Source: an optimization exercise on an open RTL-to-GDS flow (aim: a short achievable clock period and few clock cycles). Production flows keep margins and buffers that such runs may drop. Function was checked by simulation only, so behaviour that the tests miss may differ from the original. Power figures rest on the tool's default switching activity, not on a simulated workload.

==> build 49: inputs <==
## riscv_pipeline
module riscv_pipeline(
  input logic clk,
  input logic rst_n,
  input logic [31:0] i_boot_addr,
  output logic [31:0] imem_rd_addr,
  input  logic [31:0] imem_rd_data,
  output logic [31:0] dmem_rd_addr,
  input  logic [31:0] dmem_rd_data,
  output logic        dmem_wr_req,
  output logic [3:0]  dmem_wr_be,
  output logic [31:0] dmem_wr_addr,
  output logic [31:0] dmem_wr_data
);
logic [31:2] pcF;         
logic [31:2] pcHn;        
wire  [31:2] pcH = ~pcHn;
logic        vD;
logic [31:0] instD;
logic [31:2] pcD;
logic        ptD;         
logic [31:2] ptgtD;       
logic [31:0] aE, bE, sdE;
logic [31:0] linkE;
logic [31:2] btgtE;
logic [31:2] pcE;
logic [31:2] ptgtE;
logic        ptE, jalE;
logic [4:0]  rdE;
logic [2:0]  f3E;
logic        wenE, loadE, storeE, brE, jalrE, predE;
logic        subE, arithE, cmpuE;
logic        selSumE, selLtE, selXorE, selOrE, selAndE, selSllE, selSrE, selLinkE;
logic [31:0] resM, sdM;
logic [3:0]  beM;
logic [4:0]  rdM;
logic [2:0]  f3M;
logic        wenM, loadM, wreqM;
logic [31:0] resW;
logic [4:0]  rdW;
logic        wenW;
logic [31:0] rf [1:31];
logic [31:1] rfv;
assign imem_rd_addr = {pcF, 2'b00};
localparam NB = 8;
logic [NB-1:0] bV, bPt, bUn;
logic [31:2]   bPc [NB];
logic [31:2]   bTg [NB];
logic [1:0]    bCt [NB];
logic [2:0]    bPtr;
logic [NB-1:0] hitF;
logic [31:2]   btbTgtF;
always_comb begin
  btbTgtF = '0;
  for (int i = 0; i < NB; i++) begin
    hitF[i] = bPt[i] & (bPc[i] == pcH);
    btbTgtF = btbTgtF | ({30{hitF[i]}} & bTg[i]);
  end
end
wire btbTakeF = |hitF;
logic        uV, uTaken, uUn;
logic [31:2] uPc, uTgt;
logic [NB-1:0] um;
always_comb for (int i = 0; i < NB; i++) um[i] = bV[i] & (bPc[i] == uPc);
wire uHit = |um;
always_ff @(posedge clk) begin
  if (~rst_n) begin
    bV <= '0; bPt <= '0; bPtr <= '0;
  end else if (uV) begin
    if (uHit) begin
  ...
clock: 10.0 ns
lec_check: 0
cap_margin: 20
core_margin: 2
core_utilization: 40
slew_margin: 20
standard.sh (not shown) runs the stock make flow with config.mk's settings and CLKGATE_MAP_FILE= SYNTH_SCRIPT=/design/flow/synth_recipe.tcl, a recipe that flattens the netlist after the stock synthesis.
==> flow/flow/run.sh <==
#!/bin/bash
set -euo pipefail
bash standard.sh SETUP_SLACK_MARGIN=7 GPL_TIMING_DRIVEN=1 MATCH_CELL_FOOTPRINT=0 \
  'BUFFER_PORTS_ARGS=-buffer_cell sky130_fd_sc_hd__buf_4' finish > make_finish.log 2>&1
==> build 32: changes against build 49 <==
--- a/flow/design.v
+++ b/flow/design.v
@@ -534,15 +534,17 @@
 logic [31:2] pcHn;        
 wire  [31:2] pcH = ~pcHn;
 logic        vD;
 logic [31:0] instD;
 logic [31:2] pcD;
 logic        ptD;         
 logic [31:2] ptgtD;       
-logic [31:0] aE, bE, sdE;
+logic [31:0] aE, bE, sdE;     
+logic [31:0] aXn, bXn;         
+wire  [31:0] aX = ~aXn, bX = ~bXn;
 logic [31:0] linkE;
 logic [31:2] btgtE;
 logic [31:2] pcE;
 logic [31:2] ptgtE;
 logic        ptE, jalE;
 logic [4:0]  rdE;
 logic [2:0]  f3E;
@@ -713,14 +715,16 @@
     brE    <= goD & isBrD;
     jalrE  <= goD & isJalrD;
   end
 end
 always_ff @(posedge clk) begin
   aE    <= (aFromE & selSumE) ? sumE : (aFromE ? resOE : aEarly);
   bE    <= (bFromE & selSumE) ? sumE : (bFromE ? resOE : bEarly);
+  aXn   <= ~((aFromE & selSumE) ? sumE : (aFromE ? resOE : aEarly));
+  bXn   <= ~((bFromE & selSumE) ? sumE : (bFromE ? resOE : bEarly));
   sdE   <= (e2 & selSumE) ? sumE : (e2 ? resOE : rs2n);
   linkE <= link4D;
   altE  <= (ptD | instD[31]) ? link4D[31:2] : tgtD[31:2];    
   btgtE <= tgtD[31:2];
   rdE   <= rdD;
   f3E   <= f3D;
   predE <= ptD | instD[31];
@@ -736,40 +740,40 @@
   selOrE   <= isAluD & f3D == 3'b110;
   selAndE  <= isAluD & f3D == 3'b111;
   selSllE  <= isAluD & f3D == 3'b001;
   selSrE   <= isAluD & f3D == 3'b101;
   selLinkE <= isJalD | isJalrD;
 end
 wire [31:0] sumE = subE ? (aE - bE) : (aE + bE);
-wire ltuE = aE < bE;
-wire ltE  = (aE[31] ^ bE[31]) ? (cmpuE ? bE[31] : aE[31]) : ltuE;
-wire eqE  = aE == bE;
-wire [31:0] sllE = aE << bE[4:0];
-wire signed [31:0] aEs = aE;
-wire [31:0] sraE = aEs >>> bE[4:0];
-wire [31:0] srE  = arithE ? sraE : (aE >> bE[4:0]);
+wire ltuE = aX < bX;
+wire ltE  = (aX[31] ^ bX[31]) ? (cmpuE ? bX[31] : aX[31]) : ltuE;
+wire eqE  = aX == bX;
+wire [31:0] sllE = aX << bX[4:0];
+wire signed [31:0] aXs = aX;
+wire [31:0] sraE = aXs >>> bX[4:0];
+wire [31:0] srE  = arithE ? sraE : (aX >> bX[4:0]);
 logic [31:0] resOE;      
 assign resOE = ({32{selLtE}}   & {31'd0, ltE})
-            | ({32{selXorE}}  & (aE ^ bE))
-            | ({32{selOrE}}   & (aE | bE))
-            | ({32{selAndE}}  & (aE & bE))
+            | ({32{selXorE}}  & (aX ^ bX))
+            | ({32{selOrE}}   & (aX | bX))
+            | ({32{selAndE}}  & (aX & bX))
             | ({32{selSllE}}  & sllE)
             | ({32{selSrE}}   & srE)
             | ({32{selLinkE}} & linkE);
 assign resE = ({32{selSumE}} & sumE) | resOE;
 wire condE  = f3E[2] ? ltE : eqE;
 wire takenE = condE ^ f3E[0];
 logic jeqE;
 always_comb begin
   logic c;
   jeqE = 1'b1;
-  c = (aE[1] & bE[1]) | ((aE[1] ^ bE[1]) & aE[0] & bE[0]);
+  c = (aX[1] & bX[1]) | ((aX[1] ^ bX[1]) & aX[0] & bX[0]);
   for (int i = 2; i < 32; i++) begin
-    if ((aE[i] ^ bE[i] ^ c) != ptgtE[i]) jeqE = 1'b0;
-    c = (aE[i] & bE[i]) | ((aE[i] ^ bE[i]) & ~ptgtE[i]);
+    if ((aX[i] ^ bX[i] ^ c) != ptgtE[i]) jeqE = 1'b0;
+    c = (aX[i] & bX[i]) | ((aX[i] ^ bX[i]) & ~ptgtE[i]);
   end
 end
 assign misE   = brE & ~killQ & (takenE ^ predE);
 assign jmisE  = jalrE & ~killQ & ~(ptE & jeqE);
 assign redirE = misE | jmisE;
 logic [3:0]  beE;
 logic [31:0] sdalE;
==> trial 35: changes against build 49 <==
--- a/flow/design.v
+++ b/flow/design.v
@@ -526,17 +526,15 @@
   output logic [31:0] dmem_rd_addr,
   input  logic [31:0] dmem_rd_data,
   output logic        dmem_wr_req,
   output logic [3:0]  dmem_wr_be,
   output logic [31:0] dmem_wr_addr,
   output logic [31:0] dmem_wr_data
 );
-logic [31:2] pcF;         
-logic [31:2] pcHn;        
-wire  [31:2] pcH = ~pcHn;
+logic [31:2] pcF;
 logic        vD;
 logic [31:0] instD;
 logic [31:2] pcD;
 logic        ptD;         
 logic [31:2] ptgtD;       
 logic [31:0] aE, bE, sdE;
 logic [31:0] linkE;
@@ -567,15 +565,15 @@
 logic [1:0]    bCt [NB];
 logic [2:0]    bPtr;
 logic [NB-1:0] hitF;
 logic [31:2]   btbTgtF;
 always_comb begin
   btbTgtF = '0;
   for (int i = 0; i < NB; i++) begin
-    hitF[i] = bPt[i] & (bPc[i] == pcH);
+    hitF[i] = bPt[i] & (bPc[i] == pcF);
     btbTgtF = btbTgtF | ({30{hitF[i]}} & bTg[i]);
   end
 end
 wire btbTakeF = |hitF;
 logic        uV, uTaken, uUn;
 logic [31:2] uPc, uTgt;
 logic [NB-1:0] um;
@@ -607,101 +605,74 @@
   end
 end
 wire [4:0] opD  = instD[6:2];
 wire [2:0] f3D  = instD[14:12];
 wire [4:0] rdD  = instD[11:7];
 wire [4:0] rs1D = instD[19:15];
 wire [4:0] rs2D = instD[24:20];
-logic isLuiD, isAuipcD, isJalD, isJalrD, isBrD, isLoadD, isStoreD, isAluiD, isAlurD;
-logic use1D, use2D, wrD;
+wire isLuiD   = opD == 5'b01101;
+wire isAuipcD = opD == 5'b00101;
+wire isJalD   = opD == 5'b11011;
+wire isJalrD  = opD == 5'b11001;
+wire isBrD    = opD == 5'b11000;
+wire isLoadD  = opD == 5'b00000;
+wire isStoreD = opD == 5'b01000;
+wire isAluiD  = opD == 5'b00100;
+wire isAlurD  = opD == 5'b01100;
+wire isAluD   = isAluiD | isAlurD;
+wire use1D = isJalrD | isBrD | isLoadD | isStoreD | isAluD;
+wire use2D = isBrD | isStoreD | isAlurD;
+wire wrD   = (isLuiD | isAuipcD | isJalD | isJalrD | isLoadD | isAluD) & (rdD != 5'd0);
 logic [31:0] immD;
-wire isAluD = isAluiD | isAlurD;
-wire [31:0] iF = imem_rd_data;
-wire [4:0] opF = iF[6:2];
-wire fLui   = opF == 5'b01101;
-wire fAuipc = opF == 5'b00101;
-wire fJal   = opF == 5'b11011;
-wire fJalr  = opF == 5'b11001;
-wire fBr    = opF == 5'b11000;
-wire fLoad  = opF == 5'b00000;
-wire fStore = opF == 5'b01000;
-wire fAlui  = opF == 5'b00100;
-wire fAlur  = opF == 5'b01100;
-logic [31:0] immF;
 always_comb begin
-  if (fStore)            immF = {{20{iF[31]}}, iF[31:25], iF[11:7]};
-  else if (fBr)          immF = {{20{iF[31]}}, iF[7], iF[30:25], iF[11:8], 1'b0};
-  else if (fLui|fAuipc)  immF = {iF[31:12], 12'h0};
-  else if (fJal)         immF = {{12{iF[31]}}, iF[19:12], iF[20], iF[30:21], 1'b0};
-  else                   immF = {{20{iF[31]}}, iF[31:20]};
+  if (isStoreD)             immD = {{20{instD[31]}}, instD[31:25], instD[11:7]};
+  else if (isBrD)           immD = {{20{instD[31]}}, instD[7], instD[30:25], instD[11:8], 1'b0};
+  else if (isLuiD|isAuipcD) immD = {instD[31:12], 12'h0};
+  else if (isJalD)          immD = {{12{instD[31]}}, instD[19:12], instD[20], instD[30:21], 1'b0};
+  else                      immD = {{20{instD[31]}}, instD[31:20]};
 end
 wire [31:0] pcD32 = {pcD, 2'b00};
 wire [31:0] tgtD  = pcD32 + immD;
 wire [31:0] link4D = pcD32 + 32'd4;
 logic [31:0] resE;        
 logic [31:0] mresM;       
 wire [31:0] rf1 = (rs1D != 5'd0 && rfv[rs1D]) ? rf[rs1D] : 32'd0;
 wire [31:0] rf2 = (rs2D != 5'd0 && rfv[rs2D]) ? rf[rs2D] : 32'd0;
 wire e1 = wenE & (rdE == rs1D);
 wire m1 = wenM & (rdM == rs1D);
 wire w1 = wenW & (rdW == rs1D);
 wire e2 = wenE & (rdE == rs2D);
 wire m2 = wenM & (rdM == rs2D);
 wire w2 = wenW & (rdW == rs2D);
-wire [31:0] rs1n = m1 ? mresM : w1 ? resW : rf1;
-wire [31:0] rs2n = m2 ? mresM : w2 ? resW : rf2;
-wire [31:0] aEarly = isLuiD ? 32'd0 : (isAuipcD ? pcD32 : rs1n);
-wire        aFromE = e1 & ~isLuiD & ~isAuipcD;
-wire        bReg   = use2D & ~isStoreD;
-wire [31:0] bEarly = bReg ? rs2n : immD;
-wire        bFromE = e2 & bReg;
-logic redirE, misE, jmisE;
-logic killQ;
-logic [31:2] altE;
-wire vDk     = vD & ~killQ;
-wire stallD  = vDk & loadE & ((use1D & (rdE == rs1D)) | (use2D & (rdE == rs2D)));
+wire [31:0] rs1v = e1 ? resE : m1 ? mresM : w1 ? resW : rf1;
+wire [31:0] rs2v = e2 ? resE : m2 ? mresM : w2 ? resW : rf2;
+logic redirE;
+logic [31:0] npcE;
+wire stallD  = vD & loadE & ((use1D & (rdE == rs1D)) | (use2D & (rdE == rs2D)));
 wire predD   = ~ptD & (isJalD | (isBrD & instD[31]));    
-wire redirD  = vDk & predD & ~stallD;
-wire goD     = vDk & ~stallD;               
-wire keepF   = ~misE & ~jmisE;
-wire selHold = keepF & stallD;
-wire selRedD = keepF & ~stallD & redirD;
-wire seqOk   = keepF & ~stallD & ~redirD;
-wire selBtb  = seqOk & btbTakeF;
-wire selSeq  = seqOk & ~btbTakeF;
-wire [31:2] pcInc = pcH + 30'd1;
-wire [31:2] newF  = ({30{misE}}    & altE)
-                  | ({30{jmisE}}   & sumE[31:2])
-                  | ({30{selHold}} & pcH)
-                  | ({30{selRedD}} & tgtD[31:2])
-                  | ({30{selBtb}}  & btbTgtF)
-                  | ({30{selSeq}}  & pcInc);
+wire redirD  = vD & predD & ~stallD;
+wire goD     = vD & ~stallD & ~redirE;      
 always_ff @(posedge clk) begin
   if (~rst_n) begin
-    pcF   <= i_boot_addr[31:2];
-    pcHn  <= ~i_boot_addr[31:2];
-    vD    <= 1'b0;
-    killQ <= 1'b0;
+    pcF <= i_boot_addr[31:2];
+    vD  <= 1'b0;
   end else begin
-    pcF <= newF;
-    pcHn <= ~newF;
-    if (~stallD) vD <= ~redirD;
-    killQ <= redirE;
+    if (redirE)       pcF <= npcE[31:2];
+    else if (stallD)  pcF <= pcF;
+    else if (redirD)  pcF <= tgtD[31:2];
+    else if (btbTakeF) pcF <= btbTgtF;
+    else              pcF <= pcF + 30'd1;
+    if (redirE)       vD <= 1'b0;
+    else if (~stallD) vD <= ~redirD;
   end
 end
 always_ff @(posedge clk) begin
   if (~stallD) begin
     instD <= imem_rd_data;
-    isLuiD <= fLui; isAuipcD <= fAuipc; isJalD <= fJal; isJalrD <= fJalr; isBrD <= fBr;
-    isLoadD <= fLoad; isStoreD <= fStore; isAluiD <= fAlui; isAlurD <= fAlur;
-    use1D <= fJalr | fBr | fLoad | fStore | fAlui | fAlur;
-    use2D <= fBr | fStore | fAlur;
-    wrD   <= (fLui | fAuipc | fJal | fJalr | fLoad | fAlui | fAlur) & (iF[11:7] != 5'd0);
-    immD  <= immF;
-    pcD   <= pcH;
+    pcD   <= pcF;
     ptD   <= btbTakeF;
     ptgtD <= btbTgtF;
   end
 end
 always_ff @(posedge clk) begin
   if (~rst_n) begin
     wenE <= 1'b0; loadE <= 1'b0; storeE <= 1'b0; brE <= 1'b0; jalrE <= 1'b0; jalE <= 1'b0;
@@ -711,19 +682,18 @@
     loadE  <= goD & isLoadD;
     storeE <= goD & isStoreD;
     brE    <= goD & isBrD;
     jalrE  <= goD & isJalrD;
   end
 end
 always_ff @(posedge clk) begin
-  aE    <= (aFromE & selSumE) ? sumE : (aFromE ? resOE : aEarly);
-  bE    <= (bFromE & selSumE) ? sumE : (bFromE ? resOE : bEarly);
-  sdE   <= (e2 & selSumE) ? sumE : (e2 ? resOE : rs2n);
+  aE    <= isLuiD ? 32'd0 : (isAuipcD ? pcD32 : rs1v);
+  bE    <= use2D & ~isStoreD ? rs2v : immD;
+  sdE   <= rs2v;
   linkE <= link4D;
-  altE  <= (ptD | instD[31]) ? link4D[31:2] : tgtD[31:2];    
   btgtE <= tgtD[31:2];
   rdE   <= rdD;
   f3E   <= f3D;
   predE <= ptD | instD[31];
   ptE   <= ptD;
   ptgtE <= ptgtD;
   pcE   <= pcD;
@@ -743,55 +713,57 @@
 wire ltuE = aE < bE;
 wire ltE  = (aE[31] ^ bE[31]) ? (cmpuE ? bE[31] : aE[31]) : ltuE;
 wire eqE  = aE == bE;
 wire [31:0] sllE = aE << bE[4:0];
 wire signed [31:0] aEs = aE;
 wire [31:0] sraE = aEs >>> bE[4:0];
 wire [31:0] srE  = arithE ? sraE : (aE >> bE[4:0]);
-logic [31:0] resOE;      
-assign resOE = ({32{selLtE}}   & {31'd0, ltE})
+assign resE = ({32{selSumE}}  & sumE)
+            | ({32{selLtE}}   & {31'd0, ltE})
             | ({32{selXorE}}  & (aE ^ bE))
             | ({32{selOrE}}   & (aE | bE))
             | ({32{selAndE}}  & (aE & bE))
             | ({32{selSllE}}  & sllE)
             | ({32{selSrE}}   & srE)
             | ({32{selLinkE}} & linkE);
-assign resE = ({32{selSumE}} & sumE) | resOE;
 wire condE  = f3E[2] ? ltE : eqE;
 wire takenE = condE ^ f3E[0];
 logic jeqE;
 always_comb begin
   logic c;
   jeqE = 1'b1;
   c = (aE[1] & bE[1]) | ((aE[1] ^ bE[1]) & aE[0] & bE[0]);
   for (int i = 2; i < 32; i++) begin
     if ((aE[i] ^ bE[i] ^ c) != ptgtE[i]) jeqE = 1'b0;
     c = (aE[i] & bE[i]) | ((aE[i] ^ bE[i]) & ~ptgtE[i]);
   end
 end
-assign misE   = brE & ~killQ & (takenE ^ predE);
-assign jmisE  = jalrE & ~killQ & ~(ptE & jeqE);
-assign redirE = misE | jmisE;
+assign redirE = (brE & (takenE ^ predE)) | (jalrE & ~(ptE & jeqE));
+always_comb begin
+  if (jalrE)       npcE = {sumE[31:1], 1'b0};
+  else if (takenE) npcE = {btgtE, 2'b00};
+  else             npcE = linkE;
+end
 logic [3:0]  beE;
 logic [31:0] sdalE;
 always_comb begin
   case (f3E[1:0])
     2'b00:   begin beE = 4'b0001 << sumE[1:0];         sdalE = {4{sdE[7:0]}};  end
     2'b01:   begin beE = sumE[1] ? 4'b1100 : 4'b0011;  sdalE = {2{sdE[15:0]}}; end
     default: begin beE = 4'b1111;                      sdalE = sdE;            end
   endcase
 end
 always_ff @(posedge clk) begin
   if (~rst_n) begin
     wenM <= 1'b0; loadM <= 1'b0; wreqM <= 1'b0; uV <= 1'b0;
   end else begin
-    uV    <= (brE | jalrE | jalE) & ~killQ;
-    wenM  <= wenE & ~killQ;
-    loadM <= loadE & ~killQ;
-    wreqM <= storeE & ~killQ;
+    uV    <= brE | jalrE | jalE;
+    wenM  <= wenE;
+    loadM <= loadE;
+    wreqM <= storeE;
   end
 end
 always_ff @(posedge clk) begin
   resM <= resE;
   uPc    <= pcE;
   uTgt   <= jalrE ? sumE[31:2] : btgtE;
   uTaken <= ~brE | takenE;
==> flow/run.sh (new file) <==
#!/bin/bash
# synth_recipe.tcl (not shown) runs the flow's synth.tcl, then flattens the netlist and writes it again
# the make line also repeats each setting of config.mk as NAME=value (left out here)
make -C /OpenROAD-flow-scripts/flow DESIGN_CONFIG=/design/flow/config.mk WORK_HOME=/design/flow/orfs CLKGATE_MAP_FILE= SYNTH_SCRIPT=/design/flow/synth_recipe.tcl finish
Settings changed: GPL_TIMING_DRIVEN set to 1, SETUP_SLACK_MARGIN set to 5.
removed: flow/flow/run.sh
removed: flow/standard.sh
==> impl_metrics.csv <==
group,metric,value,unit
setup_path,r2r-end,"bE[29]",
run_status,status,"finished clean",
logic_synthesis,synthTopCellsByArea,"edfxtp_1, mux4_2, dfxtp_1, xnor2_1, xor2_1",
routing,met1_length,157000,um
pwr,seqPwrFrac,45.9,%
logic_synthesis,synthTopCellsByCount,"edfxtp_1, mux4_2, dfxtp_1, nor2_1, xnor2_1",
routing,drt-initial-drc-count,11600,
pwr,powerSeq,10.6,mW
place,gp_congestion,0.992,
hold_path,hold_start,"ptgtD[30]",
logic_synthesis,yosys.area_share.simple,7.43,%
logic_synthesis,netlist_area,0.105,mm^2
layout,clock_area_share,5.72,%
pwr,peakVddDrop,0.000201,V
layout,syn_to_final_growth,29.6,%
setup_path,cp.arrival,4.67,ns
setup_path,path_max_fanout,4,
timing,final.setup.worst_slack,6.12,ns
floorplan,coreArea,0.262,mm^2
(the above is from build 49)
==> impl_metrics.csv <==
group,metric,value,unit
logic_synthesis,synthTopCellsByArea,"edfxtp_1, mux4_2, dfxtp_1, xnor2_1, xor2_1",
logic_synthesis,synthTopCellsByCount,"edfxtp_1, dfxtp_1, mux4_2, nor2_1, nand2_1",
timing,final.setup.worst_slack,5.40,ns
setup_path,r2r-end,"aXn[30]",
run_status,status,"finished clean",
pwr,seqPwrFrac,45.3,%
place,gp_congestion,0.983,
logic_synthesis,yosys.area_share.simple,8.25,%
setup_path,cp.arrival,5.36,ns
pwr,powerSeq,11.0,mW
routing,met1_length,161000,um
layout,syn_to_final_growth,27.9,%
floorplan,coreArea,0.271,mm^2
logic_synthesis,netlist_area,0.109,mm^2
(the above is from build 32)
==> impl_metrics.csv <==
group,metric,value,unit
timing,final.setup.worst_slack,4.98,ns
layout,clock_area_share,6.34,%
run_status,status,"finished clean",
pwr,peakVddDrop,0.000206,V
hold_path,hold_start,"pcE[12]",
logic_synthesis,netlist_area,0.103,mm^2
place,gp_congestion,1.01,
floorplan,std_cell_rows,186,
setup_path,r2r-end,"bE[29]",
logic_synthesis,synthTopCellsByCount,"edfxtp_1, mux4_2, xnor2_1, dfxtp_1, nor2_1",
layout,comb.multi_input.count,4744,
pwr,seqPwrFrac,47.4,%
logic_synthesis,yosys.area_share.simple,7.63,%
logic_synthesis,synthTopCellsByArea,"edfxtp_1, mux4_2, dfxtp_1, xnor2_1, ha_1",
routing,drt-initial-drc-count,10300,
pwr,powerSeq,10.2,mW
floorplan,coreArea,0.257,mm^2
layout,design_area,0.118,mm^2
setup_path,path_max_fanout,13,
setup_path,cp.arrival,5.81,ns
layout,syn_to_final_growth,13.7,%
(the above is from trial 35)
Testbench counts of build 49, summed over its fixed seeds: cycles 25,300.
Testbench counts of build 32, summed over its fixed seeds: cycles 25,300.
Testbench counts of trial 35, summed over its fixed seeds: cycles 25,300.

==> port drivers added, routing unchanged <==
Ports are ideal in the flow. The routed layouts listed here were re-timed in OpenROAD.
Step 1 assumes that a clkbuf_16 drives the clock port and a buf_2 every other input.
Step 2, shift: input delay + t, output delay - t, t = (earliest + latest rising clock arrival at the registers) / 2. This alone moves slack from input paths to output paths.
a / b / c = no drivers / after step 1 / after step 2; a / b = the first two.
run	t (ns)	setup WS [ns]	hold WS [ns]	worst register clock-pin slew, ns	cell pins on the clock port's net
build 49	0.994	6.118 / 6.118 / 5.561	0.293 / 0.293 / 0.293	0.07 / 0.07	1
build 32	0.998	5.404 / 5.404 / 5.404	0.300 / 0.300 / 0.300	0.07 / 0.07	1
trial 35	0.956	4.975 / 4.975 / 4.647	0.302 / 0.302 / 0.302	0.08 / 0.08	1
After both steps every run listed still meets setup and hold. For build 49, which loses most, drivers alone change the setup slack by 0.000 ns; drivers and shift together by -0.557 ns.
